From an optimization exercise on the open Yosys and OpenROAD flow, aimed at small area, a short achievable clock period and few clock cycles; shortcuts taken in it are not production practice.
Where RTL was checked, it was by simulation tests only, not by an equivalence proof against the original.
No functional check of the RTL was part of runs 3 and 4.
In runs 3 to 5 the design's own scripts or RTL, not TritonCTS, make the clock network.
The clock input has no modelled driver; a real chip could not lean on it and would need a root buffer or a full tree.
Power and IR drop assume default switching activity.

File: design/flow/flow/run.sh
#!/bin/bash
# Own layout flow: the standard synthesis (standard.sh synth, unchanged),
# then the gates between the registers re-mapped for area (remap.sh; registers
# untouched, equivalence checked), then the standard layout steps with
# minimum-size port buffers and a clock tree of clkbuf_8 without dummy loads.
set -euo pipefail
W=$PWD
F=$W/flow
R=$W/orfs/results/sky130hd/S_Axi_Lite/base
mkdir -p "$W/remap"
bash standard.sh synth > "$W/synth.log" 2>&1
cp "$R/1_2_yosys.v" "$W/remap/std_synth.v"
bash "$F/remap.sh" "$W/remap/std_synth.v" "$W/remap/remapped.v" "$W/remap" > "$W/remap.log" 2>&1
cp "$W/remap/remapped.v" "$R/1_2_yosys.v"
rm -f "$R/1_synth.odb" "$R/1_synth.sdc"
export BUFFER_PORTS_ARGS="-buffer_cell sky130_fd_sc_hd__buf_1"
export CTS_ARGS="-sink_clustering_enable -repair_clock_nets -dont_use_dummy_load -root_buf sky130_fd_sc_hd__clkbuf_16 -buf_list sky130_fd_sc_hd__clkbuf_8"
bash standard.sh > "$W/layout.log" 2>&1
File: design/flow/flow/amap.abc
strash
dch
amap
topo
File: design/flow/flow/map_a.abc
strash
dch
map -a
topo
File: design/flow/flow/remap.sh
#!/bin/bash
set -uo pipefail
STD=$1; OUT=$2; D=$3
F=$(cd "$(dirname "$0")" && pwd)
LIB=$FLOW_HOME/platforms/sky130hd/lib/sky130_fd_sc_hd__tt_025C_1v80.lib
DU=$(grep -o 'sky130_fd_sc_hd__lpflow_[a-z0-9_]*\|sky130_fd_sc_hd__probe[a-z0-9_]*' "$LIB" | sort -u | sed 's/^/-dont_use /' | tr '\n' ' ')
best=""; best_area=""
cp "$STD" "$OUT"
for sc in map_a amap; do
  cat > "$D/remap_$sc.ys" <<EOY
read_liberty -ignore_miss_func $LIB
blackbox =sky130_fd_sc_hd__*df* =sky130_fd_sc_hd__*dl* =sky130_fd_sc_hd__*sdf*
read_verilog $STD
hierarchy -top S_Axi_Lite
flatten
opt_clean
abc -liberty $LIB $DU -script $F/$sc.abc
opt_clean -purge
rename -hide w:*.*
opt_clean -purge
hilomap -singleton -hicell sky130_fd_sc_hd__conb_1 HI -locell sky130_fd_sc_hd__conb_1 LO
opt_clean -purge
tee -o $D/remap_$sc.stat stat -liberty $LIB
write_verilog -noattr -nohex -nodec $D/remap_$sc.v
EOY
  yosys -l "$D/remap_$sc.log" -s "$D/remap_$sc.ys" > /dev/null 2>&1 || continue
  cat > "$D/equiv_$sc.ys" <<EOY
read_liberty -ignore_miss_func $LIB
read_verilog $STD
rename S_Axi_Lite gold
read_verilog $D/remap_$sc.v
rename S_Axi_Lite gate
hierarchy -check
flatten gold gate
rename -hide w:_*
opt_clean
equiv_make gold gate equiv
hierarchy -top equiv
equiv_simple -seq 2
equiv_induct
equiv_status -assert
EOY
  yosys -l "$D/equiv_$sc.log" -s "$D/equiv_$sc.ys" > /dev/null 2>&1 || { echo "remap $sc: not proven equivalent, skipped"; continue; }
  # every register instance of the standard netlist must still be there
  a=$(grep -o '^ *sky130_fd_sc_hd__e\?df[a-z0-9_]* [^ ]*' "$STD" | sort | md5sum)
  b=$(grep -o '^ *sky130_fd_sc_hd__e\?df[a-z0-9_]* [^ ]*' "$D/remap_$sc.v" | sort | md5sum)
  [[ "$a" == "$b" ]] || { echo "remap $sc: registers differ, skipped"; continue; }
  area=$(grep -o "Chip area for module '\\\\S_Axi_Lite': [0-9.]*" "$D/remap_$sc.stat" | awk '{print $NF}')
  echo "remap $sc: area $area"
  if [[ -z "$best" ]] || awk "BEGIN{exit !($area < $best_area)}"; then best=$sc; best_area=$area; fi
done
if [[ -n "$best" ]]; then cp "$D/remap_$best.v" "$OUT"; echo "using remap $best"; else echo "using the standard netlist"; fi
File: design/flow/standard.sh
#!/bin/bash
# synth_recipe.tcl (not shown) runs the flow's synth.tcl, then flattens the netlist and writes it again
# the make line also repeats each setting of config.mk as NAME=value (left out here)
make -C /OpenROAD-flow-scripts/flow DESIGN_CONFIG=/design/flow/config.mk WORK_HOME=/design/flow/orfs CLKGATE_MAP_FILE= SYNTH_SCRIPT=/design/flow/synth_recipe.tcl "${@:-finish}"
File: design/flow/config.mk
export PLATFORM = sky130hd
export DESIGN_NAME = S_Axi_Lite
export DESIGN_NICKNAME = S_Axi_Lite
export VERILOG_FILES = /design/flow/design.v
export SDC_FILE = /design/flow/constraint.sdc
export NUM_CORES = 4
export LEC_CHECK = 0
export CAP_MARGIN = 20
export CORE_MARGIN = 2
export CORE_UTILIZATION = 60
export SETUP_SLACK_MARGIN = 2.45
export SLEW_MARGIN = 20
File: design/flow/constraint.sdc
create_clock -name core_clock -period 4.0 [get_ports {S_AXI_ACLK}]
set_input_delay 0.8000 -clock core_clock [delete_from_list [all_inputs] [get_ports {S_AXI_ACLK}]]
set_output_delay 0.8000 -clock core_clock [all_outputs]
set_load 0.01 [all_outputs]
File: design/flow/design.v
module S_Axi_Lite #(
    parameter integer P_S_AXI_DATA_WIDTH = 32,
    parameter integer P_S_AXI_ADDR_WIDTH = 4
)
(
    input  wire                                S_AXI_ACLK,
    input  wire                                S_AXI_ARESETN,
    input  wire [P_S_AXI_ADDR_WIDTH-1 : 0]     S_AXI_AWADDR,
    input  wire [2 : 0]                        S_AXI_AWPROT,
    input  wire                                S_AXI_AWVALID,
    output wire                                S_AXI_AWREADY,
    input  wire [P_S_AXI_DATA_WIDTH-1 : 0]     S_AXI_WDATA,
    input  wire [(P_S_AXI_DATA_WIDTH/8)-1 : 0] S_AXI_WSTRB,
    input  wire                                S_AXI_WVALID,
    output wire                                S_AXI_WREADY,
    output wire [1 : 0]                        S_AXI_BRESP,
    output wire                                S_AXI_BVALID,
    input  wire                                S_AXI_BREADY,
    input  wire [P_S_AXI_ADDR_WIDTH-1 : 0]     S_AXI_ARADDR,
    input  wire [2 : 0]                        S_AXI_ARPROT,
    input  wire                                S_AXI_ARVALID,
    output wire                                S_AXI_ARREADY,
    output wire [P_S_AXI_DATA_WIDTH-1 : 0]     S_AXI_RDATA,
    output wire [1 : 0]                        S_AXI_RRESP,
    output wire                                S_AXI_RVALID,
    input  wire                                S_AXI_RREADY
);
localparam integer DW = P_S_AXI_DATA_WIDTH;
reg       wq_v0;
reg [1:0] wq_a0, wq_a1;
reg       r_bvalid, b2;
reg       r_awready, r_wready;
wire wq_v1 = ~r_awready;
wire aw_hs = S_AXI_AWVALID & r_awready;
wire w_hs  = S_AXI_WVALID  & r_wready;
wire b_hs  = r_bvalid      & S_AXI_BREADY;
wire wq_v0_n = wq_v1 | aw_hs | (wq_v0 & ~w_hs);
wire wq_v1_n = ~w_hs & (wq_v1 | (aw_hs & wq_v0));
wire b1_n    = b2 | w_hs | (r_bvalid & ~b_hs);
wire b2_n    = ~b_hs & (b2 | (r_bvalid & w_hs));
always @(posedge S_AXI_ACLK) begin
    if (~S_AXI_ARESETN) begin
        wq_v0     <= 1'b0;
        r_awready <= 1'b1;
        r_wready  <= 1'b0;
        r_bvalid  <= 1'b0;
        b2        <= 1'b0;
    end else begin
        wq_v0     <= wq_v0_n;
        r_awready <= ~wq_v1_n;
        r_wready  <= wq_v0_n & ~b2_n;
        r_bvalid  <= b1_n;
        b2        <= b2_n;
    end
end
always @(posedge S_AXI_ACLK) begin
    if (r_awready)
        wq_a1 <= S_AXI_AWADDR[1:0];
    if (~wq_v0 | w_hs)
        wq_a0 <= wq_v1 ? wq_a1 : S_AXI_AWADDR[1:0];
end
reg [DW-1:0] r_reg0, r_reg1, r_reg2, r_reg3;
reg [3:0]    rv;
wire [3:0] we = {4{w_hs}} & {wq_a0 == 2'd3, wq_a0 == 2'd2, wq_a0 == 2'd1, wq_a0 == 2'd0};
always @(posedge S_AXI_ACLK) begin
    if (~S_AXI_ARESETN)
        rv <= 4'd0;
    else
        rv <= rv | we;
end
always @(posedge S_AXI_ACLK) begin
    if (we[0]) r_reg0 <= S_AXI_WDATA;
    if (we[1]) r_reg1 <= S_AXI_WDATA;
    if (we[2]) r_reg2 <= S_AXI_WDATA;
    if (we[3]) r_reg3 <= S_AXI_WDATA;
end
reg       rq_v0;
reg [1:0] rq_a0, rq_a1;
reg       r_arready, r_rvalid;
reg [DW-1:0] r_rdata;
wire rq_v1 = ~r_arready;
wire ar_hs = S_AXI_ARVALID & r_arready;
wire r_adv = ~r_rvalid | S_AXI_RREADY;    
wire r_mv  = rq_v0 & r_adv;
wire rq_v0_n = rq_v1 | ar_hs | (rq_v0 & ~r_mv);
wire rq_v1_n = ~r_mv & (rq_v1 | (ar_hs & rq_v0));
always @(posedge S_AXI_ACLK) begin
    if (~S_AXI_ARESETN) begin
        rq_v0     <= 1'b0;
        r_arready <= 1'b1;
        r_rvalid  <= 1'b0;
    end else begin
        rq_v0     <= rq_v0_n;
        r_arready <= ~rq_v1_n;
        r_rvalid  <= r_mv | ~r_adv;
    end
end
always @(posedge S_AXI_ACLK) begin
    if (r_arready)
        rq_a1 <= S_AXI_ARADDR[1:0];
    if (~rq_v0 | r_mv)
        rq_a0 <= rq_v1 ? rq_a1 : S_AXI_ARADDR[1:0];
end
wire [3:0] rsel = rv & {rq_a0 == 2'd3, rq_a0 == 2'd2, rq_a0 == 2'd1, rq_a0 == 2'd0};
wire [3:0] rld  = rsel & {4{r_adv}};
wire       rhld = ~r_adv;
always @(posedge S_AXI_ACLK) begin
    r_rdata <= ({DW{rld[0]}} & r_reg0) | ({DW{rld[1]}} & r_reg1) |
               ({DW{rld[2]}} & r_reg2) | ({DW{rld[3]}} & r_reg3) |
               ({DW{rhld}}   & r_rdata);
end
assign S_AXI_AWREADY = r_awready;
assign S_AXI_WREADY  = r_wready;
assign S_AXI_BVALID  = r_bvalid;
assign S_AXI_BRESP   = 2'b00;
assign S_AXI_ARREADY = r_arready;
assign S_AXI_RVALID  = r_rvalid;
assign S_AXI_RDATA   = r_rdata;
assign S_AXI_RRESP   = 2'b00;
endmodule
==> impl_metrics.xml, run 1 <==
<?xml version="1.0" encoding="UTF-8"?>
<metrics>
  <group name="status">
    <metric name="status" unit="">no timing/DRC/antenna violations</metric>
  </group>
  <group name="pwr">
    <metric name="power_density" unit="mW/mm2">404</metric>
    <metric name="total_leakage_power" unit="uW">0.00270</metric>
    <metric name="ir_worst_vdd" unit="mV">0.265</metric>
    <metric name="p_sw_share" unit="%">20.4</metric>
    <metric name="power.sequential.fraction" unit="%">65.0</metric>
    <metric name="power_switching" unit="uW">654</metric>
    <metric name="power.share.combinational" unit="%">6.2</metric>
    <metric name="clock_power_share" unit="%">28.7</metric>
    <metric name="internal_power" unit="uW">2550</metric>
  </group>
  <group name="detailed_routing">
    <metric name="detail_route.iter0.violations" unit="">384</metric>
    <metric name="detailroute.via_count" unit="">3887</metric>
    <metric name="drtAntennaViolNets" unit="">0</metric>
    <metric name="drt_wl_total" unit="mm">13.8</metric>
    <metric name="post_drt_wl_per_cell" unit="um">21.2</metric>
    <metric name="drt-pass1-iter-count" unit="">5</metric>
    <metric name="via_per_instance_ratio" unit="">6.00</metric>
    <metric name="route.detailed.drc" unit="">0</metric>
  </group>
  <group name="critical_path">
    <metric name="start_kind" unit="">register</metric>
    <metric name="cp_data_required_time" unit="ns">3.20</metric>
    <metric name="reg2regPathDepth" unit="">7</metric>
    <metric name="setup.worst_path.class" unit="">register to output pin</metric>
    <metric name="path_delay_family" unit="">flip-flops</metric>
    <metric name="cp_data_arrival_time" unit="ns">0.83</metric>
    <metric name="slowest_delay" unit="ns">0.35</metric>
    <metric name="setup.worst_path.end_class" unit="">output pin</metric>
    <metric name="crit_chain" unit="">buf_6</metric>
    <metric name="worst-r2r-setup-slack" unit="ns">2.41</metric>
    <metric name="cp_num_buf_inv" unit="">1</metric>
    <metric name="critical_path.max_fanout" unit="">2</metric>
    <metric name="path_depth" unit="">1</metric>
    <metric name="timing.critical_path.slowest_stage_cell" unit="">dfxtp_4</metric>
  </group>
  <group name="finish">
    <metric name="num-nets-final" unit="">574</metric>
    <metric name="post-route-cell-area" unit="mm2">0.00793</metric>
    <metric name="antennaDiodeCount" unit="">0</metric>
    <metric name="drive_gt1_share" unit="%">35.3</metric>
    <metric name="filler_cell_count" unit="">482</metric>
    <metric name="area_growth_syn_to_layout" unit="%">31.6</metric>
    <metric name="stdcell_count" unit="">648</metric>
  </group>
  <group name="place">
    <metric name="placedCellCount" unit="">577</metric>
    <metric name="place_hpwl" unit="mm">6.62</metric>
    <metric name="detailed_place.area" unit="mm2">0.00667</metric>
    <metric name="pre_cts_slack" unit="ns">1.43</metric>
    <metric name="final_weighted_congestion_in_routability_driven_placement" unit="">0.718</metric>
    <metric name="port_buffers" unit="">79</metric>
  </group>
  <group name="grt">
    <metric name="maximum_number_of_pins_on_one_net_before_global_route_repair" unit="">45</metric>
    <metric name="aggregate_global_route_resource_usage" unit="%">25.1</metric>
    <metric name="grt_first_pass_wirelength" unit="mm">20.3</metric>
    <metric name="via_count_of_the_first_global_routing_pass" unit="">3788</metric>
    <metric name="globalRoute.totalOverflow" unit="">0</metric>
    <metric name="grt_antenna_before_repair" unit="">0</metric>
  </group>
  <group name="sta">
    <metric name="final.setup_skew" unit="ns">0.0182</metric>
    <metric name="rsz0062_at_grt" unit="">true</metric>
    <metric name="slew_viol_final" unit="">0</metric>
    <metric name="layout_min_cycle_time" unit="ns">1.63</metric>
    <metric name="number_of_setup_violations_in_the_final_report" unit="">0</metric>
    <metric name="tightestPinTransition" unit="ns">0.626</metric>
    <metric name="fin_crit_sh" unit="%">40.8</metric>
    <metric name="maxClockFrequency" unit="MHz">613</metric>
    <metric name="maxSlewHeadroom" unit="%">58.1</metric>
    <metric name="timing.setup.tns" unit="ns">0</metric>
    <metric name="hold_ws" unit="ns">0.466</metric>
    <metric name="timing.final.ws_setup" unit="ns">2.37</metric>
    <metric name="hold_viol_final" unit="">0</metric>
  </group>
  <group name="die">
    <metric name="ios" unit="">98</metric>
    <metric name="die_area" unit="mm2">0.0109</metric>
    <metric name="core_area" unit="mm2">0.00977</metric>
    <metric name="die_x" unit="um">104</metric>
    <metric name="effective_utilization_at_floorplan" unit="%">61.6</metric>
    <metric name="number_of_rows_in_the_core_area" unit="">36</metric>
    <metric name="chipHeight" unit="um">104</metric>
  </group>
  <group name="clock_network">
    <metric name="clock-sinks" unit="">180</metric>
    <metric name="number_of_buffers_added_by_the_clock_tree_synthesis_step" unit="">17</metric>
    <metric name="clock_tree.root_cell" unit="">clkbuf_16</metric>
    <metric name="clock_h_tree_levels" unit="">4</metric>
    <metric name="clk_pin_slew_worst_paths" unit="ns">0.08</metric>
    <metric name="tritoncts" unit="">yes</metric>
    <metric name="cts-root-to-sink-buffers" unit="">2</metric>
    <metric name="postCtsHoldBufs" unit="">0</metric>
    <metric name="worst_skew_pair_latency" unit="ns">0.36</metric>
  </group>
  <group name="hold_path">
    <metric name="min_delay_path_depth" unit="">2</metric>
    <metric name="min-delay-path-class" unit="">register to register</metric>
  </group>
  <group name="yosys">
    <metric name="syn-instance-count" unit="">354</metric>
    <metric name="yosys_warnings" unit="">1</metric>
    <metric name="avgSynthCellArea" unit="um2">17.0</metric>
    <metric name="post_synthesis_instance_area" unit="mm2">0.00603</metric>
  </group>
  <group name="flow_run">
    <metric name="maxCapViolCount" unit="">0</metric>
  </group>
</metrics>
[registers in the layout, indices dropped and copies added (netlist names)]
name / cells
rq_a0: 2
rq_v0: 1
r_reg0: 32
r_bvalid: 1
wq_a0: 2
r_awready: 1
wq_a1: 2
r_wready: 1
b2: 1
wq_v0: 1
r_rvalid: 1
rq_a1: 2
r_arready: 1
r_rdata: 32
r_reg2: 32
r_reg1: 32
r_reg3: 32
rv: 4
[power by group through the flow]
| stage | Sequential, uW | Clock [uW] | Combinational, uW |
|---|---|---|---|
| floorplan | 2120 | 0 | 57.8 |
| global placement | 2120 | 0 | 124 |
| detailed placement | 2120 | 0 | 128 |
| CTS | 2080 | 933 | 181 |
| global route | 2090 | 995 | 214 |
| finish | 2080 | 920 | 199 |
[final timing paths]
kind	start	endpoint
setup / recovery	r_wready	S_AXI_WREADY
hold reg to reg	r_reg2[16]	r_rdata[16]
hold / removal	r_reg2[16]	r_rdata[16]
setup reg to reg	r_rvalid	r_rdata[3]
[through the flow]
step / util [%] / total power (uW)
2_1_floorplan: - / 2180
3_3_place_gp: 68.3 / 2240
3_5_place_dp: 68.3 / 2250
4_1_cts: 78.5 / 3190
5_1_grt: 81.1 / 3290
6_report: 81.1 / 3200
[layer usage]
layer	GRT usage, %	share of wire, %	vias up
met5	0	0	-
li1	-	-	1766
met2	41.4	51	193
met3	6.14	8.5	10
met4	7.24	0.77	0
met1	33.5	39	1918
[cell usage in the layout, fill, tap and decap left out, types with 10 or more instances in the layout]
cell / n
nor2_1: 14
buf_4: 41
clkinv_1: 10
edfxtp_1: 132
buf_6: 44
a32oi_1: 10
a22oi_1: 29
buf_1: 40
nand2_1: 16
clkbuf_8: 16
dfxtp_1: 11
dfxtp_2: 34
o211ai_1: 14
o21ai_1: 15
[what timing repair did]
action / in CTS / in global routing
buffers inserted: 32 / 16
endpoints found under the hold margin: 0 / 0
setup endpoints to repair: 203 / 105
pin swaps: 9 / 3
cloned: 5 / 1
resized for setup: 147 / 31
[final cells by class]
type / count / area [um2] / area share (%)
clock buffers: 17 / 245 / 3.09
multi-input cells: 168 / 1270 / 16.1
repair inverters: 2 / 22.5 / 0.284
inverters: 11 / 53.8 / 0.679
flip-flops and latches: 180 / 4980 / 62.8
repair buffers: 137 / 1190 / 15.0
well taps: 133 / 166 / 2.10
Testbench counts, summed over its fixed seeds: cycles 784.
==> inputs of run 2 (changes only) <==
--- a/design/flow/flow/run.sh
+++ b/design/flow/flow/run.sh
@@ -14,5 +14,5 @@
 cp "$W/remap/remapped.v" "$R/1_2_yosys.v"
 rm -f "$R/1_synth.odb" "$R/1_synth.sdc"
 export BUFFER_PORTS_ARGS="-buffer_cell sky130_fd_sc_hd__buf_1"
-export CTS_ARGS="-sink_clustering_enable -repair_clock_nets -dont_use_dummy_load -root_buf sky130_fd_sc_hd__clkbuf_16 -buf_list sky130_fd_sc_hd__clkbuf_8"
+export CTS_ARGS="-sink_clustering_enable -repair_clock_nets -dont_use_dummy_load -sink_clustering_size 30 -buf_list sky130_fd_sc_hd__clkbuf_8"
 bash standard.sh > "$W/layout.log" 2>&1
--- a/design/flow/config.mk
+++ b/design/flow/config.mk
@@ -8,5 +8,5 @@
 export CAP_MARGIN = 20
 export CORE_MARGIN = 2
 export CORE_UTILIZATION = 60
-export SETUP_SLACK_MARGIN = 2.45
+export SETUP_SLACK_MARGIN = 2.2
 export SLEW_MARGIN = 20
==> run 2 against run 1 <==
  * Critical path depth unchanged
  * Clock skew is 0.00057 ns higher
  * Worst setup slack got worse by 0.13 ns
  * Non-clock buffer count fell by 41
  * Combinational power decreased by 31%
  * Via count down 7.3%
  * Power is 3.1% lower
  * Sequential cell count unchanged
  * Sequential power is essentially flat
  * Synthesized cell count stayed put
  * Critical path type unchanged
  * Worst hold slack lost 0.0088 ns
  * Sequential share of layout area is 7.3 points higher
==> impl_metrics.xml, run 2 <==
<?xml version="1.0" encoding="UTF-8"?>
<metrics>
  <group name="grt">
    <metric name="maximum_number_of_pins_on_one_net_before_global_route_repair" unit="">45</metric>
    <metric name="aggregate_global_route_resource_usage" unit="%">23.3</metric>
    <metric name="globalRoute.totalOverflow" unit="">0</metric>
    <metric name="via_count_of_the_first_global_routing_pass" unit="">3577</metric>
    <metric name="grt_first_pass_wirelength" unit="mm">18.8</metric>
    <metric name="grt_antenna_before_repair" unit="">0</metric>
  </group>
  <group name="yosys">
    <metric name="yosys_warnings" unit="">1</metric>
    <metric name="avgSynthCellArea" unit="um2">17.0</metric>
    <metric name="post_synthesis_instance_area" unit="mm2">0.00603</metric>
    <metric name="syn-instance-count" unit="">354</metric>
  </group>
  <group name="clock_network">
    <metric name="tritoncts" unit="">yes</metric>
    <metric name="clk_pin_slew_worst_paths" unit="ns">0.07</metric>
    <metric name="worst_skew_pair_latency" unit="ns">0.43</metric>
    <metric name="number_of_buffers_added_by_the_clock_tree_synthesis_step" unit="">17</metric>
    <metric name="cts-root-to-sink-buffers" unit="">2</metric>
    <metric name="clock_h_tree_levels" unit="">4</metric>
    <metric name="clock_tree.root_cell" unit="">clkbuf_8</metric>
    <metric name="clock-sinks" unit="">180</metric>
    <metric name="postCtsHoldBufs" unit="">0</metric>
  </group>
  <group name="place">
    <metric name="port_buffers" unit="">79</metric>
    <metric name="pre_cts_slack" unit="ns">1.43</metric>
    <metric name="final_weighted_congestion_in_routability_driven_placement" unit="">0.718</metric>
    <metric name="place_hpwl" unit="mm">6.62</metric>
  </group>
  <group name="finish">
    <metric name="antennaDiodeCount" unit="">0</metric>
    <metric name="multi_input_comb_area" unit="mm2">0.00118</metric>
    <metric name="seq_area" unit="mm2">0.00493</metric>
    <metric name="num-nets-final" unit="">531</metric>
    <metric name="filler_cell_count" unit="">645</metric>
    <metric name="drive_gt1_share" unit="%">12.9</metric>
    <metric name="area_growth_syn_to_layout" unit="%">16.8</metric>
    <metric name="commonest_cells_after_routing_fill_and_taps_aside" unit="">edfxtp_1, buf_1, dfxtp_1, a22oi_1, o21ai_0</metric>
    <metric name="layout_commonest_cell" unit="">edfxtp_1</metric>
  </group>
  <group name="critical_path">
    <metric name="start_kind" unit="">register</metric>
    <metric name="timing.critical_path.from" unit="">r_rvalid</metric>
    <metric name="path_delay_family" unit="">flip-flops</metric>
    <metric name="crit_chain" unit="">clkbuf_2</metric>
    <metric name="setup.worst_path.end_class" unit="">output pin</metric>
    <metric name="worst-r2r-setup-slack" unit="ns">2.34</metric>
    <metric name="crit-reg2reg-capture" unit="">r_rdata[4]</metric>
    <metric name="cp_data_required_time" unit="ns">3.20</metric>
    <metric name="r2r_start" unit="">rq_a0[0]</metric>
    <metric name="cp_num_buf_inv" unit="">1</metric>
    <metric name="critical_path.max_fanout" unit="">3</metric>
    <metric name="slowest_delay" unit="ns">0.39</metric>
    <metric name="reg2regPathDepth" unit="">5</metric>
    <metric name="setup.worst_path.class" unit="">register to output pin</metric>
    <metric name="timing.critical_path.slowest_stage_cell" unit="">dfxtp_2</metric>
    <metric name="cp_data_arrival_time" unit="ns">0.96</metric>
  </group>
  <group name="die">
    <metric name="effective_utilization_at_floorplan" unit="%">61.6</metric>
    <metric name="number_of_rows_in_the_core_area" unit="">36</metric>
    <metric name="ios" unit="">98</metric>
    <metric name="chipHeight" unit="um">104</metric>
    <metric name="core_area" unit="mm2">0.00977</metric>
    <metric name="die_area" unit="mm2">0.0109</metric>
    <metric name="die_x" unit="um">104</metric>
  </group>
  <group name="status">
    <metric name="status" unit="">no timing/DRC/antenna violations</metric>
  </group>
  <group name="detailed_routing">
    <metric name="via_per_instance_ratio" unit="">5.95</metric>
    <metric name="met2RoutedLength" unit="mm">5.85</metric>
    <metric name="dr_wl_met3" unit="um">969</metric>
    <metric name="drt_wl_total" unit="mm">11.9</metric>
    <metric name="drtAntennaViolNets" unit="">0</metric>
    <metric name="detail_route.iter0.violations" unit="">227</metric>
    <metric name="route.detailed.drc" unit="">0</metric>
    <metric name="post_drt_wl_per_cell" unit="um">19.6</metric>
    <metric name="met1_length" unit="mm">4.94</metric>
    <metric name="detailroute.via_count" unit="">3602</metric>
    <metric name="top_layer_used" unit="">met4</metric>
    <metric name="drt-pass1-iter-count" unit="">5</metric>
  </group>
  <group name="sta">
    <metric name="rsz0062_at_grt" unit="">false</metric>
    <metric name="hold_ws" unit="ns">0.457</metric>
    <metric name="number_of_setup_violations_in_the_final_report" unit="">0</metric>
    <metric name="tightestPinTransition" unit="ns">0.565</metric>
    <metric name="timing.final.ws_setup" unit="ns">2.24</metric>
    <metric name="timing.setup.tns" unit="ns">0</metric>
    <metric name="maxSlewHeadroom" unit="%">62.3</metric>
    <metric name="layout_min_cycle_time" unit="ns">1.76</metric>
    <metric name="slew_viol_final" unit="">0</metric>
    <metric name="hold_viol_final" unit="">0</metric>
    <metric name="final.setup_skew" unit="ns">0.0188</metric>
    <metric name="fin_crit_sh" unit="%">44.1</metric>
    <metric name="maxClockFrequency" unit="MHz">567</metric>
  </group>
  <group name="hold_path">
    <metric name="hold_path.startpoint" unit="">r_reg2[7]</metric>
    <metric name="hold_end" unit="">r_rdata[7]</metric>
    <metric name="min_delay_path_depth" unit="">2</metric>
    <metric name="min-delay-path-class" unit="">register to register</metric>
  </group>
  <group name="pwr">
    <metric name="ir_worst_vdd" unit="mV">0.261</metric>
    <metric name="power_density" unit="mW/mm2">440</metric>
    <metric name="total_leakage_power" unit="uW">0.00223</metric>
  </group>
  <group name="flow_run">
    <metric name="maxCapViolCount" unit="">0</metric>
  </group>
</metrics>
==> run 2: report_power, final <==
part           total (uW)  switching [uW]  leakage [uW]  internal [uW]
registers            2080            23.1       0.00159           2060
logic                 138            93.3      0.000513           44.3
clock network         882             507      0.000122            376
==> run 2: cell type report <==
cell class,instances,share of cell area [%]
well taps,133,2.36
clock buffers,17,3.32
flip-flops and latches,180,70.1
multi-input cells,168,16.7
repair buffers,96,6.83
inverters,11,0.693
==> run 2: worst max-delay path by stage <==
stage / slack (ns) / to / depth (start not counted)
2_1_floorplan: 1.45 / r_rdata[0] / 4
3_3_place_gp: 1.44 / r_rdata[15] / 6
3_5_place_dp: 1.43 / r_rdata[15] / 6
4_1_cts: 2.14 / S_AXI_RVALID / 1
5_1_grt: 2.20 / S_AXI_RVALID / 1
6_report: 2.24 / S_AXI_RVALID / 1
==> run 2: per-stage QoR <==
step           cells  total power, uW  utilization (%)  instance area, um2
6_report         605             3100             72.0                7040
5_1_grt          605             3200             72.0                7040
4_1_cts          605             3120             71.7                7010
3_5_place_dp     577             2250             68.3                6670
3_3_place_gp     577             2240             68.3                6670
2_1_floorplan    357             2180                -                6120
==> run 2: routing by layer <==
layer  up-vias  global-route usage, %
li1       1682                      -
met1      1766                   31.8
met2       143                   37.3
met3        11                   6.27
met4         0                   7.14
met5         -                      0
==> run 2: worst register-to-register path: stages, from the launching register on <==
cell and delay [ns]:
edfxtp_1 0.42, clkinv_1 0.07, and3_2 0.46, buf_4 0.31, a22oi_1 0.13, o211ai_1 0.18
==> run 2: timing repair <==
| item | in CTS | in global routing |
|---|---|---|
| pin swaps | 5 | 0 |
| setup buffers | 9 | 0 |
| resized for setup | 7 | 14 |
| endpoints found under the setup margin | 135 | 32 |
| cloned | 2 | 0 |
==> inputs of run 3 (changes only) <==
--- a/design/flow/design.v
+++ b/design/flow/design.v
@@ -27,7 +27,8 @@
 );
 localparam integer DW = P_S_AXI_DATA_WIDTH;
 reg       wq_v0;
-reg [1:0] wq_a0, wq_a1;
+reg [3:0] wq_h0;
+reg [1:0] wq_a1;
 reg       r_bvalid, b2;
 reg       r_awready, r_wready;
 wire wq_v1 = ~r_awready;
@@ -57,11 +58,11 @@
     if (r_awready)
         wq_a1 <= S_AXI_AWADDR[1:0];
     if (~wq_v0 | w_hs)
-        wq_a0 <= wq_v1 ? wq_a1 : S_AXI_AWADDR[1:0];
+        wq_h0 <= 4'b0001 << (wq_v1 ? wq_a1 : S_AXI_AWADDR[1:0]);
 end
 reg [DW-1:0] r_reg0, r_reg1, r_reg2, r_reg3;
 reg [3:0]    rv;
-wire [3:0] we = {4{w_hs}} & {wq_a0 == 2'd3, wq_a0 == 2'd2, wq_a0 == 2'd1, wq_a0 == 2'd0};
+wire [3:0] we = {4{w_hs}} & wq_h0;
 always @(posedge S_AXI_ACLK) begin
     if (~S_AXI_ARESETN)
         rv <= 4'd0;
==> design/flow/flow/run.sh (replaced) <==
#!/bin/bash
# Own layout flow: the standard synthesis (standard.sh synth, unchanged),
# then the gates between the registers re-mapped for area (remap.sh; registers
# untouched, equivalence checked), then the standard layout steps with
# minimum-size port buffers and a two-level clock tree: the clock port drives
# four clkbuf_16, which drive eight clkbuf_16, each feeding one placement
# cluster of registers (mytree.tcl).
set -euo pipefail
W=$PWD
F=$W/flow
R=$W/orfs/results/sky130hd/S_Axi_Lite/base
mkdir -p "$W/remap"
bash standard.sh synth > "$W/synth.log" 2>&1
cp "$R/1_2_yosys.v" "$W/remap/std_synth.v"
bash "$F/remap.sh" "$W/remap/std_synth.v" "$W/remap/remapped.v" "$W/remap" > "$W/remap.log" 2>&1
cp "$W/remap/remapped.v" "$R/1_2_yosys.v"
rm -f "$R/1_synth.odb" "$R/1_synth.sdc"
export BUFFER_PORTS_ARGS="-buffer_cell sky130_fd_sc_hd__buf_1"
export PRE_CTS_TCL="$F/pre_cts.tcl"
bash standard.sh > "$W/layout.log" 2>&1
==> design/flow/flow/mytree.tcl (new file) <==
# Clock tree built directly: the clock port drives NROOT clock buffers; each
# of them drives some of the NLEAF leaf buffers; each leaf buffer drives the
# clock pins of one cluster of registers (k-means on placement). Every
# register is two buffers from the port, so the tree is balanced.

# k-means on points {id x y}; returns the cluster index of each point and the
# centres. Deterministic start: points spread along the x order.
proc my_kmeans {pts k} {
  set n [llength $pts]
  set sorted [lsort -real -index 1 $pts]
  set cents {}
  for {set j 0} {$j < $k} {incr j} {
    set p [lindex $sorted [expr {int(($j + 0.5) * $n / $k)}]]
    lappend cents [list [lindex $p 1] [lindex $p 2]]
  }
  for {set iter 0} {$iter < 100} {incr iter} {
    set assign {}
    foreach p $pts {
      set best 0; set bd 1e30
      for {set j 0} {$j < $k} {incr j} {
        set c [lindex $cents $j]
        set d [expr {hypot([lindex $p 1]-[lindex $c 0], [lindex $p 2]-[lindex $c 1])}]
        if {$d < $bd} { set bd $d; set best $j }
      }
      lappend assign $best
    }
    set newc {}
    for {set j 0} {$j < $k} {incr j} {
      set sx 0.0; set sy 0.0; set m 0
      foreach p $pts a $assign {
        if {$a == $j} { set sx [expr {$sx+[lindex $p 1]}]; set sy [expr {$sy+[lindex $p 2]}]; incr m }
      }
      if {$m > 0} { lappend newc [list [expr {$sx/$m}] [expr {$sy/$m}]] } else { lappend newc [lindex $cents $j] }
    }
    if {$newc eq $cents} { break }
    set cents $newc
  }
  return [list $assign $cents]
}

proc my_make_buf {blk master name in_net xy} {
  set inst [odb::dbInst_create $blk $master $name]
  set net [odb::dbNet_create $blk "${name}_net"]
  $net setSigType CLOCK
  [$inst findITerm X] connect $net
  [$inst findITerm A] connect $in_net
  $inst setLocation [expr {int([lindex $xy 0])}] [expr {int([lindex $xy 1])}]
  $inst setPlacementStatus PLACED
  return $net
}

proc my_clock_tree {nroot nleaf rootcell leafcell} {
  set blk [ord::get_db_block]
  set clk_net [$blk findNet S_AXI_ACLK]
  set sinks {}
  foreach it [$clk_net getITerms] {
    set bb [[$it getInst] getBBox]
    lappend sinks [list $it [expr {([$bb xMin]+[$bb xMax])/2.0}] [expr {([$bb yMin]+[$bb yMax])/2.0}]]
  }
  lassign [my_kmeans $sinks $nleaf] sink_assign leaf_cents
  set leaves {}
  for {set j 0} {$j < $nleaf} {incr j} { lappend leaves [list $j {*}[lindex $leaf_cents $j]] }
  lassign [my_kmeans $leaves $nroot] leaf_assign root_cents
  # a root buffer sits between the port and its leaves' centre
  set rmaster [[ord::get_db] findMaster $rootcell]
  set lmaster [[ord::get_db] findMaster $leafcell]
  set root_nets {}
  for {set r 0} {$r < $nroot} {incr r} {
    lappend root_nets [my_make_buf $blk $rmaster "clkbuf_root_$r" $clk_net [lindex $root_cents $r]]
  }
  set leaf_nets {}
  for {set j 0} {$j < $nleaf} {incr j} {
    lappend leaf_nets [my_make_buf $blk $lmaster "clkbuf_leaf_$j" [lindex $root_nets [lindex $leaf_assign $j]] [lindex $leaf_cents $j]]
  }
  foreach s $sinks a $sink_assign {
    set it [lindex $s 0]
    $it disconnect
    $it connect [lindex $leaf_nets $a]
  }
  set_propagated_clock [all_clocks]
  puts "my_clock_tree: [llength $sinks] sinks, $nroot root and $nleaf leaf buffers"
}
==> design/flow/flow/pre_cts.tcl (new file) <==
# Sourced by ORFS's cts.tcl before clock tree synthesis (PRE_CTS_TCL).
# Builds the clock tree here (mytree.tcl) and turns the step's own
# clock_tree_synthesis call into a no-op; the rest of the CTS step
# (legalization, timing repair) runs as usual.
source [file join [file dirname [info script]] mytree.tcl]
my_clock_tree 4 8 sky130_fd_sc_hd__clkbuf_16 sky130_fd_sc_hd__clkbuf_16
proc clock_tree_synthesis {args} {
  puts "clock tree built by flow/mytree.tcl; clock_tree_synthesis skipped"
}
--- a/design/flow/config.mk
+++ b/design/flow/config.mk
@@ -8,5 +8,5 @@
 export CAP_MARGIN = 20
 export CORE_MARGIN = 2
 export CORE_UTILIZATION = 60
-export SETUP_SLACK_MARGIN = 2.2
+export SETUP_SLACK_MARGIN = 2.5
 export SLEW_MARGIN = 20
==> run 3 against run 2 <==
  * Clock power is 19% higher
  * Power is 12% higher
  * Maximum frequency grew 1.8%
  * Critical path type is now primary input to register
  * Critical endpoint is now r_rdata[28]
==> impl_metrics.xml, run 3 <==
<?xml version="1.0" encoding="UTF-8"?>
<metrics>
  <group name="finish">
    <metric name="antennaDiodeCount" unit="">0</metric>
    <metric name="layout_commonest_cell" unit="">edfxtp_1</metric>
    <metric name="post-route-cell-area" unit="mm2">0.00846</metric>
    <metric name="num-nets-final" unit="">636</metric>
    <metric name="commonest_cells_after_routing_fill_and_taps_aside" unit="">edfxtp_1, nand3_1, buf_4, buf_1, buf_6</metric>
    <metric name="area_growth_syn_to_layout" unit="%">35.5</metric>
    <metric name="drive_gt1_share" unit="%">40.0</metric>
  </group>
  <group name="die">
    <metric name="die_area" unit="mm2">0.0112</metric>
    <metric name="number_of_rows_in_the_core_area" unit="">37</metric>
    <metric name="core_area" unit="mm2">0.0102</metric>
    <metric name="ios" unit="">98</metric>
    <metric name="chipHeight" unit="um">106</metric>
    <metric name="die_x" unit="um">106</metric>
    <metric name="effective_utilization_at_floorplan" unit="%">61.0</metric>
  </group>
  <group name="detailed_routing">
    <metric name="via_per_instance_ratio" unit="">6.16</metric>
    <metric name="post_drt_wl_per_cell" unit="um">22.2</metric>
    <metric name="detail_route.iter0.violations" unit="">354</metric>
    <metric name="drtAntennaViolNets" unit="">0</metric>
    <metric name="detailroute.via_count" unit="">4392</metric>
    <metric name="drt_wl_total" unit="mm">15.8</metric>
    <metric name="drt-pass1-iter-count" unit="">5</metric>
    <metric name="route.detailed.drc" unit="">0</metric>
  </group>
  <group name="sta">
    <metric name="rsz0062_at_grt" unit="">true</metric>
    <metric name="fin_crit_sh" unit="%">43.3</metric>
    <metric name="hold_viol_final" unit="">0</metric>
    <metric name="hold_ws" unit="ns">0.467</metric>
    <metric name="timing.setup.tns" unit="ns">0</metric>
    <metric name="slew_viol_final" unit="">0</metric>
    <metric name="final.setup_skew" unit="ns">0.0336</metric>
    <metric name="layout_min_cycle_time" unit="ns">1.73</metric>
    <metric name="maxClockFrequency" unit="MHz">577</metric>
    <metric name="number_of_setup_violations_in_the_final_report" unit="">0</metric>
  </group>
  <group name="pwr">
    <metric name="p_sw_share" unit="%">20.6</metric>
    <metric name="clock_power_share" unit="%">30.1</metric>
    <metric name="power_switching" unit="uW">718</metric>
    <metric name="power.sequential.fraction" unit="%">61.5</metric>
    <metric name="ir_worst_vdd" unit="mV">0.300</metric>
    <metric name="power_density" unit="mW/mm2">411</metric>
    <metric name="internal_power" unit="uW">2760</metric>
    <metric name="total_leakage_power" unit="uW">0.00301</metric>
    <metric name="power.share.combinational" unit="%">8.4</metric>
  </group>
  <group name="critical_path">
    <metric name="cp_data_arrival_time" unit="ns">1.88</metric>
    <metric name="setup.worst_path.end_class" unit="">register</metric>
    <metric name="setup.worst_path.class" unit="">primary input to register</metric>
    <metric name="cp_data_required_time" unit="ns">4.15</metric>
    <metric name="critical_path.max_fanout" unit="">6</metric>
    <metric name="start_kind" unit="">primary input</metric>
  </group>
  <group name="grt">
    <metric name="via_count_of_the_first_global_routing_pass" unit="">4370</metric>
    <metric name="grt_first_pass_wirelength" unit="mm">22.7</metric>
    <metric name="grt_antenna_before_repair" unit="">0</metric>
    <metric name="aggregate_global_route_resource_usage" unit="%">26.6</metric>
    <metric name="globalRoute.totalOverflow" unit="">0</metric>
    <metric name="maximum_number_of_pins_on_one_net_before_global_route_repair" unit="">34</metric>
  </group>
  <group name="yosys">
    <metric name="yosys_warnings" unit="">1</metric>
    <metric name="post_synthesis_instance_area" unit="mm2">0.00624</metric>
    <metric name="avgSynthCellArea" unit="um2">15.1</metric>
    <metric name="syn-instance-count" unit="">413</metric>
  </group>
  <group name="place">
    <metric name="port_buffers" unit="">79</metric>
    <metric name="final_weighted_congestion_in_routability_driven_placement" unit="">0.754</metric>
    <metric name="detailed_place.area" unit="mm2">0.00689</metric>
    <metric name="place_hpwl" unit="mm">6.94</metric>
  </group>
  <group name="clock_network">
    <metric name="worst_skew_pair_latency" unit="ns">0.30</metric>
    <metric name="clk_pin_slew_worst_paths" unit="ns">0.10</metric>
  </group>
  <group name="hold_path">
    <metric name="min-delay-path-class" unit="">register to register</metric>
  </group>
  <group name="status">
    <metric name="status" unit="">no timing/DRC/antenna violations</metric>
  </group>
  <group name="flow_run">
    <metric name="maxCapViolCount" unit="">0</metric>
  </group>
</metrics>
-- run 3: layout make-up --
| type | count | area (um2) |
|---|---|---|
| sequential | 182 | 5040 |
| timing repair inverter | 4 | 63.8 |
| fill | 529 | 1770 |
| multi-input combinational | 217 | 1570 |
| inverter | 22 | 169 |
| tap | 136 | 170 |
| buffer | 12 | 300 |
| timing repair buffer | 140 | 1150 |
-- run 3: repair_timing --
item                                    CTS  global route
resized for setup                       158            34
hold buffers                              0             0
pin swaps                                28            22
buffers inserted                         45            12
endpoints found under the setup margin   73            69
cloned                                    8             1
-- run 3: path summary, 6_finish.rpt --
kind | slack [ns] | startpoint | depth (start not counted) | endpoint
worst max-delay path | 2.27 | S_AXI_RREADY | 7 | r_rdata[28]
worst min-delay path | 0.47 | r_reg1[21] | 2 | r_rdata[21]
worst max register to register | 2.39 | rq_a0[0] | 6 | r_rdata[28]
worst min register to register | 0.47 | r_reg1[21] | 2 | r_rdata[21]
-- run 3: through the flow --
| step | worst slack [ns] | power, uW | util (%) | std cells |
|---|---|---|---|---|
| 4_1_cts | 2.30 | 3450 | 80.2 | 700 |
| 2_1_floorplan | 1.70 | 2260 | - | 416 |
| 3_3_place_gp | 1.24 | 2330 | 67.3 | 635 |
| 6_report | 2.27 | 3480 | 82.7 | 713 |
| 5_1_grt | 2.23 | 3570 | 82.7 | 713 |
| 3_5_place_dp | 1.19 | 2340 | 67.3 | 635 |
-- run 3: power by group through the flow --
stage                     Combinational [uW]  Sequential [uW]  Clock [uW]
final                                    292             2140        1050
after floorplan                         84.2             2170           0
after global routing                     310             2140        1120
after global placement                   165             2170           0
after CTS                                264             2130        1050
after detailed placement                 171             2170           0
-- run 3: layer usage --
layer / routed length [um] / track usage (%)
met4: 654 / 8.55
met2: 8060 / 47.9
met5: 0 / 0
met1: 5890 / 34.4
met3: 1230 / 2.51
-- run 3: critical path, cell delays in order --
cell	delay [ns]
buf_8	0.10
nor2_4	0.14
buf_12	0.15
nor2_4	0.07
and3_4	0.22
a221oi_4	0.29
nand3_1	0.11
==> inputs of run 4 (changes only) <==
--- a/design/flow/config.mk
+++ b/design/flow/config.mk
@@ -8,5 +8,5 @@
 export CAP_MARGIN = 20
 export CORE_MARGIN = 2
 export CORE_UTILIZATION = 60
-export SETUP_SLACK_MARGIN = 2.5
+export SETUP_SLACK_MARGIN = 2.35
 export SLEW_MARGIN = 20
==> run 4 against run 3 <==
  * Worst hold slack worse by 0.00079 ns
  * Synthesized cell count unchanged
  * Combinational power down 28%
  * Critical path depth unchanged
  * Largest cell class unchanged
  * First-iteration DRC count down 25%
  * Highest routed layer unchanged
==> impl_metrics.xml, run 4 <==
<?xml version="1.0" encoding="UTF-8"?>
<metrics>
  <group name="critical_path">
    <metric name="setup.worst_path.end_class" unit="">register</metric>
    <metric name="reg2regPathDepth" unit="">4</metric>
    <metric name="start_kind" unit="">primary input</metric>
    <metric name="critical_path.max_fanout" unit="">6</metric>
    <metric name="setup.worst_path.class" unit="">primary input to register</metric>
    <metric name="cp_data_arrival_time" unit="ns">1.81</metric>
    <metric name="cp_data_required_time" unit="ns">4.17</metric>
  </group>
  <group name="sta">
    <metric name="maxClockFrequency" unit="MHz">608</metric>
    <metric name="timing.final.ws_setup" unit="ns">2.36</metric>
    <metric name="fin_crit_sh" unit="%">41.1</metric>
    <metric name="rsz0062_at_grt" unit="">true</metric>
    <metric name="final.setup_skew" unit="ns">0.0469</metric>
    <metric name="timing.setup.tns" unit="ns">0</metric>
    <metric name="layout_min_cycle_time" unit="ns">1.64</metric>
    <metric name="number_of_setup_violations_in_the_final_report" unit="">0</metric>
    <metric name="maxSlewHeadroom" unit="%">60.9</metric>
    <metric name="slew_viol_final" unit="">0</metric>
    <metric name="hold_viol_final" unit="">0</metric>
    <metric name="hold_ws" unit="ns">0.467</metric>
    <metric name="tightestPinTransition" unit="ns">0.586</metric>
  </group>
  <group name="clock_network">
    <metric name="postCtsHoldBufs" unit="">0</metric>
    <metric name="clk_pin_slew_worst_paths" unit="ns">0.09</metric>
    <metric name="worst_skew_pair_latency" unit="ns">0.31</metric>
  </group>
  <group name="status">
    <metric name="status" unit="">no timing/DRC/antenna violations</metric>
  </group>
  <group name="detailed_routing">
    <metric name="post_drt_wl_per_cell" unit="um">20.2</metric>
    <metric name="via_per_instance_ratio" unit="">5.99</metric>
    <metric name="detailroute.via_count" unit="">4022</metric>
    <metric name="detail_route.iter0.violations" unit="">267</metric>
    <metric name="route.detailed.drc" unit="">0</metric>
    <metric name="drtAntennaViolNets" unit="">0</metric>
    <metric name="drt_wl_total" unit="mm">13.6</metric>
    <metric name="drt-pass1-iter-count" unit="">4</metric>
  </group>
  <group name="die">
    <metric name="die_area" unit="mm2">0.0112</metric>
    <metric name="core_area" unit="mm2">0.0102</metric>
    <metric name="chipHeight" unit="um">106</metric>
    <metric name="effective_utilization_at_floorplan" unit="%">61.0</metric>
    <metric name="ios" unit="">98</metric>
    <metric name="number_of_rows_in_the_core_area" unit="">37</metric>
    <metric name="die_x" unit="um">106</metric>
  </group>
  <group name="yosys">
    <metric name="post_synthesis_instance_area" unit="mm2">0.00624</metric>
    <metric name="yosys_warnings" unit="">1</metric>
    <metric name="syn-instance-count" unit="">413</metric>
    <metric name="avgSynthCellArea" unit="um2">15.1</metric>
  </group>
  <group name="pwr">
    <metric name="ir_worst_vdd" unit="mV">0.352</metric>
    <metric name="power_density" unit="mW/mm2">448</metric>
    <metric name="total_leakage_power" unit="uW">0.00256</metric>
  </group>
  <group name="place">
    <metric name="detailed_place.area" unit="mm2">0.00684</metric>
    <metric name="port_buffers" unit="">79</metric>
    <metric name="place_hpwl" unit="mm">7.04</metric>
    <metric name="final_weighted_congestion_in_routability_driven_placement" unit="">0.713</metric>
    <metric name="pre_cts_slack" unit="ns">1.22</metric>
    <metric name="placedCellCount" unit="">636</metric>
  </group>
  <group name="grt">
    <metric name="gr-usage-met1" unit="%">31.3</metric>
    <metric name="grt_use_met2" unit="%">42.0</metric>
    <metric name="aggregate_global_route_resource_usage" unit="%">23.5</metric>
    <metric name="grt_first_pass_wirelength" unit="mm">20.3</metric>
    <metric name="maximum_number_of_pins_on_one_net_before_global_route_repair" unit="">34</metric>
    <metric name="grt_antenna_before_repair" unit="">0</metric>
    <metric name="via_count_of_the_first_global_routing_pass" unit="">3907</metric>
    <metric name="gr-max-usage-layer" unit="">met2</metric>
    <metric name="globalRoute.totalOverflow" unit="">0</metric>
    <metric name="grt.met3_usage" unit="%">2.45</metric>
  </group>
  <group name="hold_path">
    <metric name="min-delay-path-class" unit="">register to register</metric>
    <metric name="min_delay_path_depth" unit="">2</metric>
  </group>
  <group name="finish">
    <metric name="layout_commonest_cell" unit="">edfxtp_1</metric>
    <metric name="post-route-cell-area" unit="mm2">0.00756</metric>
    <metric name="filler_cell_count" unit="">687</metric>
    <metric name="seq_area" unit="mm2">0.00500</metric>
    <metric name="num-nets-final" unit="">595</metric>
    <metric name="area_growth_syn_to_layout" unit="%">21.2</metric>
    <metric name="stdcell_count" unit="">672</metric>
    <metric name="commonest_cells_after_routing_fill_and_taps_aside" unit="">edfxtp_1, nand3_1, buf_1, dfxtp_1, nand2_1</metric>
    <metric name="antennaDiodeCount" unit="">0</metric>
    <metric name="multi_input_comb_area" unit="mm2">0.00135</metric>
    <metric name="drive_gt1_share" unit="%">17.5</metric>
  </group>
  <group name="flow_run">
    <metric name="maxCapViolCount" unit="">0</metric>
  </group>
</metrics>
[run 4: cell types whose count changed in the layout (fill, tap and decap cells not counted), moves of 4 or more]
cell | previous run | this run
o2111ai_2 | 4 | 0
o2111ai_1 | 3 | 7
clkinv_8 | 6 | 1
dfxtp_1 | 11 | 41
buf_4 | 49 | 16
clkbuf_2 | 0 | 9
buf_1 | 41 | 69
dfxtp_2 | 34 | 6
nand2_4 | 5 | 0
nand2_1 | 19 | 25
a22oi_2 | 24 | 1
buf_6 | 41 | 3
a22oi_1 | 0 | 23
[run 4: path summary, 6_finish.rpt]
| check | from | endpoint | slack (ns) |
|---|---|---|---|
| hold / removal | r_reg1[1] | r_rdata[1] | 0.47 |
| setup / recovery | S_AXI_RREADY | r_rdata[19] | 2.36 |
| hold reg to reg | r_reg1[1] | r_rdata[1] | 0.47 |
| setup reg to reg | rq_a0[0] | r_rdata[9] | 2.43 |
[run 4: final cells by class]
| type | instances | area share [%] |
|---|---|---|
| sequential | 182 | 66.1 |
| multi-input combinational | 217 | 17.8 |
| timing repair buffer | 102 | 7.31 |
| buffer | 12 | 3.97 |
| inverter | 22 | 2.42 |
| tap | 136 | 2.25 |
| timing repair inverter | 1 | 0.215 |
[run 4: critical path, stage by stage]
cell	delay, ns
buf_8	0.10
nor2_4	0.14
buf_6	0.16
nor2_4	0.07
and3_4	0.22
a221oi_2	0.24
nand3_1	0.09
[run 4: power breakdown]
group	internal, uW	switching [uW]
Combinational	71.3	140
Sequential	2100	30.0
Clock	536	509
Total	2710	679
[run 4: repair_timing]
action                                  CTS  global route
endpoints found under the setup margin   79           156
gates resized for setup                  26            23
pin swaps                                 6             4
buffers inserted                         10             8
gates cloned                              5             1
[run 4: layer usage]
metal	wire length (um)	up-vias
li1	-	1855
met1	5550	1995
met2	6950	146
met3	816	26
met4	246	0
met5	0	-
[run 4: through the flow]
stage	power (uW)	util, %
floorplan	2250	-
global placement	2330	66.8
detailed placement	2340	66.8
CTS	3370	72.5
global route	3480	73.9
finish	3380	73.9
==> inputs of run 5 (changes only) <==
--- a/design/flow/design.v
+++ b/design/flow/design.v
@@ -27,8 +27,7 @@
 );
 localparam integer DW = P_S_AXI_DATA_WIDTH;
 reg       wq_v0;
-reg [3:0] wq_h0;
-reg [1:0] wq_a1;
+reg [1:0] wq_a0, wq_a1;
 reg       r_bvalid, b2;
 reg       r_awready, r_wready;
 wire wq_v1 = ~r_awready;
@@ -58,11 +57,11 @@
     if (r_awready)
         wq_a1 <= S_AXI_AWADDR[1:0];
     if (~wq_v0 | w_hs)
-        wq_h0 <= 4'b0001 << (wq_v1 ? wq_a1 : S_AXI_AWADDR[1:0]);
+        wq_a0 <= wq_v1 ? wq_a1 : S_AXI_AWADDR[1:0];
 end
 reg [DW-1:0] r_reg0, r_reg1, r_reg2, r_reg3;
 reg [3:0]    rv;
-wire [3:0] we = {4{w_hs}} & wq_h0;
+wire [3:0] we = {4{w_hs}} & {wq_a0 == 2'd3, wq_a0 == 2'd2, wq_a0 == 2'd1, wq_a0 == 2'd0};
 always @(posedge S_AXI_ACLK) begin
     if (~S_AXI_ARESETN)
         rv <= 4'd0;
==> design/flow/flow/remap.sh (replaced) <==
#!/bin/bash
set -uo pipefail
STD=$1; OUT=$2; D=$3
F=$(cd "$(dirname "$0")" && pwd)
LIB=$FLOW_HOME/platforms/sky130hd/lib/sky130_fd_sc_hd__tt_025C_1v80.lib
DU=$(grep -o 'sky130_fd_sc_hd__lpflow_[a-z0-9_]*\|sky130_fd_sc_hd__probe[a-z0-9_]*' "$LIB" | sort -u | sed 's/^/-dont_use /' | tr '\n' ' ')
best=""; best_area=""
cp "$STD" "$OUT"
n=0
while IFS= read -r line; do
  [[ -z "$line" ]] && continue
  n=$((n+1)); sc=s$n
  echo "$line" | tr ';' '\n' | sed 's/^ *//' > "$D/$sc.abc"; echo topo >> "$D/$sc.abc"
  cat > "$D/remap_$sc.ys" <<EOY
read_liberty -ignore_miss_func $LIB
blackbox =sky130_fd_sc_hd__*df* =sky130_fd_sc_hd__*dl* =sky130_fd_sc_hd__*sdf*
read_verilog $STD
hierarchy -top S_Axi_Lite
flatten
opt_clean
abc -liberty $LIB $DU -script $D/$sc.abc
opt_clean -purge
rename -hide w:*.*
opt_clean -purge
hilomap -singleton -hicell sky130_fd_sc_hd__conb_1 HI -locell sky130_fd_sc_hd__conb_1 LO
opt_clean -purge
tee -o $D/remap_$sc.stat stat -liberty $LIB
write_verilog -noattr -nohex -nodec $D/remap_$sc.v
EOY
  yosys -l "$D/remap_$sc.log" -s "$D/remap_$sc.ys" < /dev/null > /dev/null 2>&1 || continue
  cat > "$D/equiv_$sc.ys" <<EOY
read_liberty -ignore_miss_func $LIB
read_verilog $STD
rename S_Axi_Lite gold
read_verilog $D/remap_$sc.v
rename S_Axi_Lite gate
hierarchy -check
cd gold
rename -hide w:* i:* %d o:* %d
rename -hide c:* t:sky130_fd_sc_hd__*df* %d
cd gate
rename -hide w:* i:* %d o:* %d
rename -hide c:* t:sky130_fd_sc_hd__*df* %d
cd
flatten gold gate
opt_clean
equiv_make gold gate equiv
hierarchy -top equiv
equiv_simple -seq 2
equiv_induct
equiv_status -assert
EOY
  yosys -l "$D/equiv_$sc.log" -s "$D/equiv_$sc.ys" < /dev/null > /dev/null 2>&1 || { echo "remap $sc: not proven equivalent, skipped"; continue; }
  # every register instance of the standard netlist must still be there
  a=$(grep -o '^ *sky130_fd_sc_hd__e\?df[a-z0-9_]* [^ ]*' "$STD" | sort | md5sum)
  b=$(grep -o '^ *sky130_fd_sc_hd__e\?df[a-z0-9_]* [^ ]*' "$D/remap_$sc.v" | sort | md5sum)
  [[ "$a" == "$b" ]] || { echo "remap $sc: registers differ, skipped"; continue; }
  area=$(grep -o "Chip area for module '\\\\S_Axi_Lite': [0-9.]*" "$D/remap_$sc.stat" | awk '{print $NF}')
  echo "remap $sc: area $area"
  if [[ -z "$best" ]] || awk "BEGIN{exit !($area < $best_area)}"; then best=$sc; best_area=$area; fi
done < "$F/scripts.abc"
if [[ -n "$best" ]]; then cp "$D/remap_$best.v" "$OUT"; echo "using remap $best"; else echo "using the standard netlist"; fi
==> design/flow/flow/scripts.abc (new file) <==
strash; dch; map -a
strash; dch; amap
strash; dc2; dch; map -a
strash; balance; rewrite; refactor; balance; rewrite -z; rewrite -z; balance; dch; map -a
strash; dch -f; map -a
strash; dch; map -a; strash; dch; amap
strash; dc2; dc2; dch -f; amap
strash; dch -f; amap
strash; dc2; dch -f; map -a
strash; balance; rewrite; refactor; balance; rewrite -z; rewrite -z; balance; dch -f; amap
strash; dc2; dch; amap
strash; dch; amap; strash; dch -f; map -a
removed: design/flow/flow/amap.abc
removed: design/flow/flow/map_a.abc
==> run 5 against run 4 <==
  * Still clean on timing, DRC and antenna
  * Die area down 5.1%
  * Maximum frequency shrank 1.5%
  * Power down 3.9%
  * Sequential share of layout area rose by 2.3 points
  * Global-route usage is 1.3 points lower
  * Register-to-register slack worse by 0.02 ns
  * Utilization rose by 0.58 points
  * Routed wire length fell by 11%
  * Critical path depth down 1
==> impl_metrics.xml, run 5 <==
<?xml version="1.0" encoding="UTF-8"?>
<metrics>
  <group name="yosys">
    <metric name="syn-instance-count" unit="">331</metric>
    <metric name="avgSynthCellArea" unit="um2">17.9</metric>
    <metric name="yosys_warnings" unit="">1</metric>
    <metric name="post_synthesis_instance_area" unit="mm2">0.00591</metric>
  </group>
  <group name="clock_network">
    <metric name="worst_skew_pair_latency" unit="ns">0.31</metric>
    <metric name="postCtsHoldBufs" unit="">0</metric>
    <metric name="clk_pin_slew_worst_paths" unit="ns">0.11</metric>
  </group>
  <group name="detailed_routing">
    <metric name="detail_route.iter0.violations" unit="">313</metric>
    <metric name="post_drt_wl_per_cell" unit="um">20.4</metric>
    <metric name="drt_wl_total" unit="mm">12.0</metric>
    <metric name="detailroute.via_count" unit="">3493</metric>
    <metric name="route.detailed.drc" unit="">0</metric>
    <metric name="via_per_instance_ratio" unit="">5.93</metric>
    <metric name="drt-pass1-iter-count" unit="">6</metric>
    <metric name="drtAntennaViolNets" unit="">0</metric>
  </group>
  <group name="grt">
    <metric name="grt_antenna_before_repair" unit="">0</metric>
    <metric name="globalRoute.totalOverflow" unit="">0</metric>
    <metric name="maximum_number_of_pins_on_one_net_before_global_route_repair" unit="">41</metric>
    <metric name="via_count_of_the_first_global_routing_pass" unit="">3337</metric>
    <metric name="grt_first_pass_wirelength" unit="mm">17.7</metric>
    <metric name="aggregate_global_route_resource_usage" unit="%">22.2</metric>
  </group>
  <group name="die">
    <metric name="chipHeight" unit="um">103</metric>
    <metric name="number_of_rows_in_the_core_area" unit="">36</metric>
    <metric name="ios" unit="">98</metric>
    <metric name="die_area" unit="mm2">0.0107</metric>
    <metric name="die_x" unit="um">103</metric>
    <metric name="effective_utilization_at_floorplan" unit="%">61.0</metric>
    <metric name="core_area" unit="mm2">0.00968</metric>
  </group>
  <group name="hold_path">
    <metric name="min-delay-path-class" unit="">register to register</metric>
  </group>
  <group name="pwr">
    <metric name="clock_power_share" unit="%">31.9</metric>
    <metric name="power.sequential.fraction" unit="%">63.8</metric>
    <metric name="power_switching" unit="uW">614</metric>
    <metric name="p_sw_share" unit="%">18.9</metric>
    <metric name="power_density" unit="mW/mm2">451</metric>
    <metric name="internal_power" unit="uW">2640</metric>
    <metric name="total_leakage_power" unit="uW">0.00231</metric>
    <metric name="power.share.combinational" unit="%">4.3</metric>
    <metric name="ir_worst_vdd" unit="mV">0.320</metric>
  </group>
  <group name="critical_path">
    <metric name="slowest_delay" unit="ns">0.30</metric>
    <metric name="cp_num_buf_inv" unit="">2</metric>
    <metric name="crit_chain" unit="">buf_8 -&gt; nor2b_4 -&gt; nor2_4 -&gt; buf_12 -&gt; a222oi_1 -&gt; o21ai_1</metric>
    <metric name="cp_data_required_time" unit="ns">4.15</metric>
    <metric name="timing.critical_path.slowest_stage_cell" unit="">a222oi_1</metric>
    <metric name="setup.worst_path.end_class" unit="">register</metric>
    <metric name="setup.worst_path.class" unit="">primary input to register</metric>
    <metric name="start_kind" unit="">primary input</metric>
    <metric name="critical_path.max_fanout" unit="">7</metric>
    <metric name="path_delay_family" unit="">compound AO/OA/AOI/OAI gates</metric>
    <metric name="cp_data_arrival_time" unit="ns">1.82</metric>
  </group>
  <group name="sta">
    <metric name="maxSlewHeadroom" unit="%">55.0</metric>
    <metric name="final.setup_skew" unit="ns">0.0373</metric>
    <metric name="fin_crit_sh" unit="%">41.7</metric>
    <metric name="hold_viol_final" unit="">0</metric>
    <metric name="slew_viol_final" unit="">0</metric>
    <metric name="hold_ws" unit="ns">0.461</metric>
    <metric name="maxClockFrequency" unit="MHz">599</metric>
    <metric name="timing.setup.tns" unit="ns">0</metric>
    <metric name="number_of_setup_violations_in_the_final_report" unit="">0</metric>
    <metric name="tightestPinTransition" unit="ns">0.672</metric>
    <metric name="layout_min_cycle_time" unit="ns">1.67</metric>
    <metric name="rsz0062_at_grt" unit="">true</metric>
  </group>
  <group name="finish">
    <metric name="antennaDiodeCount" unit="">0</metric>
    <metric name="drive_gt1_share" unit="%">15.6</metric>
    <metric name="commonest_cells_after_routing_fill_and_taps_aside" unit="">edfxtp_1, buf_1, dfxtp_1, a222oi_1, a22oi_1</metric>
    <metric name="layout_commonest_cell" unit="">edfxtp_1</metric>
    <metric name="area_growth_syn_to_layout" unit="%">22.1</metric>
    <metric name="num-nets-final" unit="">515</metric>
  </group>
  <group name="status">
    <metric name="status" unit="">no timing/DRC/antenna violations</metric>
  </group>
  <group name="place">
    <metric name="place_hpwl" unit="mm">6.31</metric>
    <metric name="final_weighted_congestion_in_routability_driven_placement" unit="">0.711</metric>
    <metric name="port_buffers" unit="">79</metric>
  </group>
  <group name="flow_run">
    <metric name="maxCapViolCount" unit="">0</metric>
  </group>
</metrics>
==> run 5: path summary, 6_finish.rpt <==
path,from,cells past startpoint,to,slack (ns)
max reg2reg,rq_a0[0],6,r_rdata[15],2.41
min,r_reg2[21],2,r_rdata[21],0.46
min reg2reg,r_reg2[21],2,r_rdata[21],0.46
max,S_AXI_RREADY,6,r_rdata[24],2.33
==> run 5: repair_timing <==
item	in CTS	in global routing
pin swaps	24	7
cloned	6	0
hold endpoints to repair	0	0
resized for setup	46	22
setup endpoints to repair	166	42
setup buffers	17	1
==> run 5: layer usage <==
metal	wire, um	share of wire [%]	global-route usage (%)
met3	926	7.7	3.43
met1	4650	39	29.4
met5	0	0	0
met4	223	1.9	4.35
met2	6220	52	39.8
==> run 5: final cells by class <==
type | instances | area (um2)
flip-flops and latches | 180 | 4930
plain buffers | 12 | 300
fillers | 605 | 2470
repair buffers | 105 | 657
well taps | 133 | 166
inverters | 12 | 45.0
multi-input cells | 147 | 1110
==> run 5: power groups by stage <==
stage / registers [uW] / logic [uW] / clock network, uW
after floorplan: 2120 / 51.0 / 0
after global placement: 2110 / 112 / 0
after detailed placement: 2120 / 116 / 0
after CTS: 2070 / 137 / 1050
after global routing: 2080 / 153 / 1120
final: 2080 / 139 / 1040
==> run 5: through the flow <==
stage	util, %	instance area, um2	worst slack, ns	std cells	power (uW)
6_report	74.5	7220	2.33	589	3250
5_1_grt	74.5	7220	2.23	589	3350
4_1_cts	74.1	7170	2.29	588	3260
3_5_place_dp	67.7	6560	1.44	553	2230
3_3_place_gp	67.7	6560	1.48	553	2230
2_1_floorplan	-	6010	1.63	334	2170
==> run 5: tightest hold or removal path, cell delays in order, from the launching register on <==
cell and delay [ns]:
edfxtp_1 0.33, a22oi_1 0.08, o21ai_0 0.06
Testbench counts of run 5, summed over its fixed seeds: cycles 784.

-- re-timing with driven ports --
In the flow no input, the clock included, has a driving cell. The finished layouts below were timed again as built, in two steps.
Step 1 (the two cells are an assumption about what drives the block):
set clk [get_ports {S_AXI_ACLK}]
set_driving_cell -lib_cell sky130_fd_sc_hd__clkbuf_16 $clk
set_driving_cell -lib_cell sky130_fd_sc_hd__buf_2 [delete_from_list [all_inputs] $clk]
Step 2, shift: input delay + t, output delay - t, t = (earliest + latest rising clock arrival at the registers) / 2. This alone moves slack from input paths to output paths.
a / b / c = ideal ports / drivers / drivers and shift; a / b = the first two.
run | t (ns) | setup slack, ns | hold WS [ns] | worst setup path at the end
run 1 | 0.395 | 2.370 / 2.331 / 2.017 | 0.466 / 0.466 / 0.466 | input to register
run 2 | 0.457 | 2.236 / 2.200 / 1.864 | 0.457 / 0.457 / 0.457 | input to register
run 3 | 0.364 | 2.266 / 2.314 / 1.950 | 0.467 / 0.467 / 0.467 | input to register
run 4 | 0.367 | 2.356 / 2.293 / 2.031 | 0.467 / 0.467 / 0.467 | input to register
run 5 | 0.368 | 2.330 / 2.298 / 2.005 | 0.461 / 0.461 / 0.461 | input to register
After both steps setup and hold are still met in every run listed. The setup slack of run 2, which loses most, moves by -0.036 ns with the drivers and by -0.372 ns with both steps.
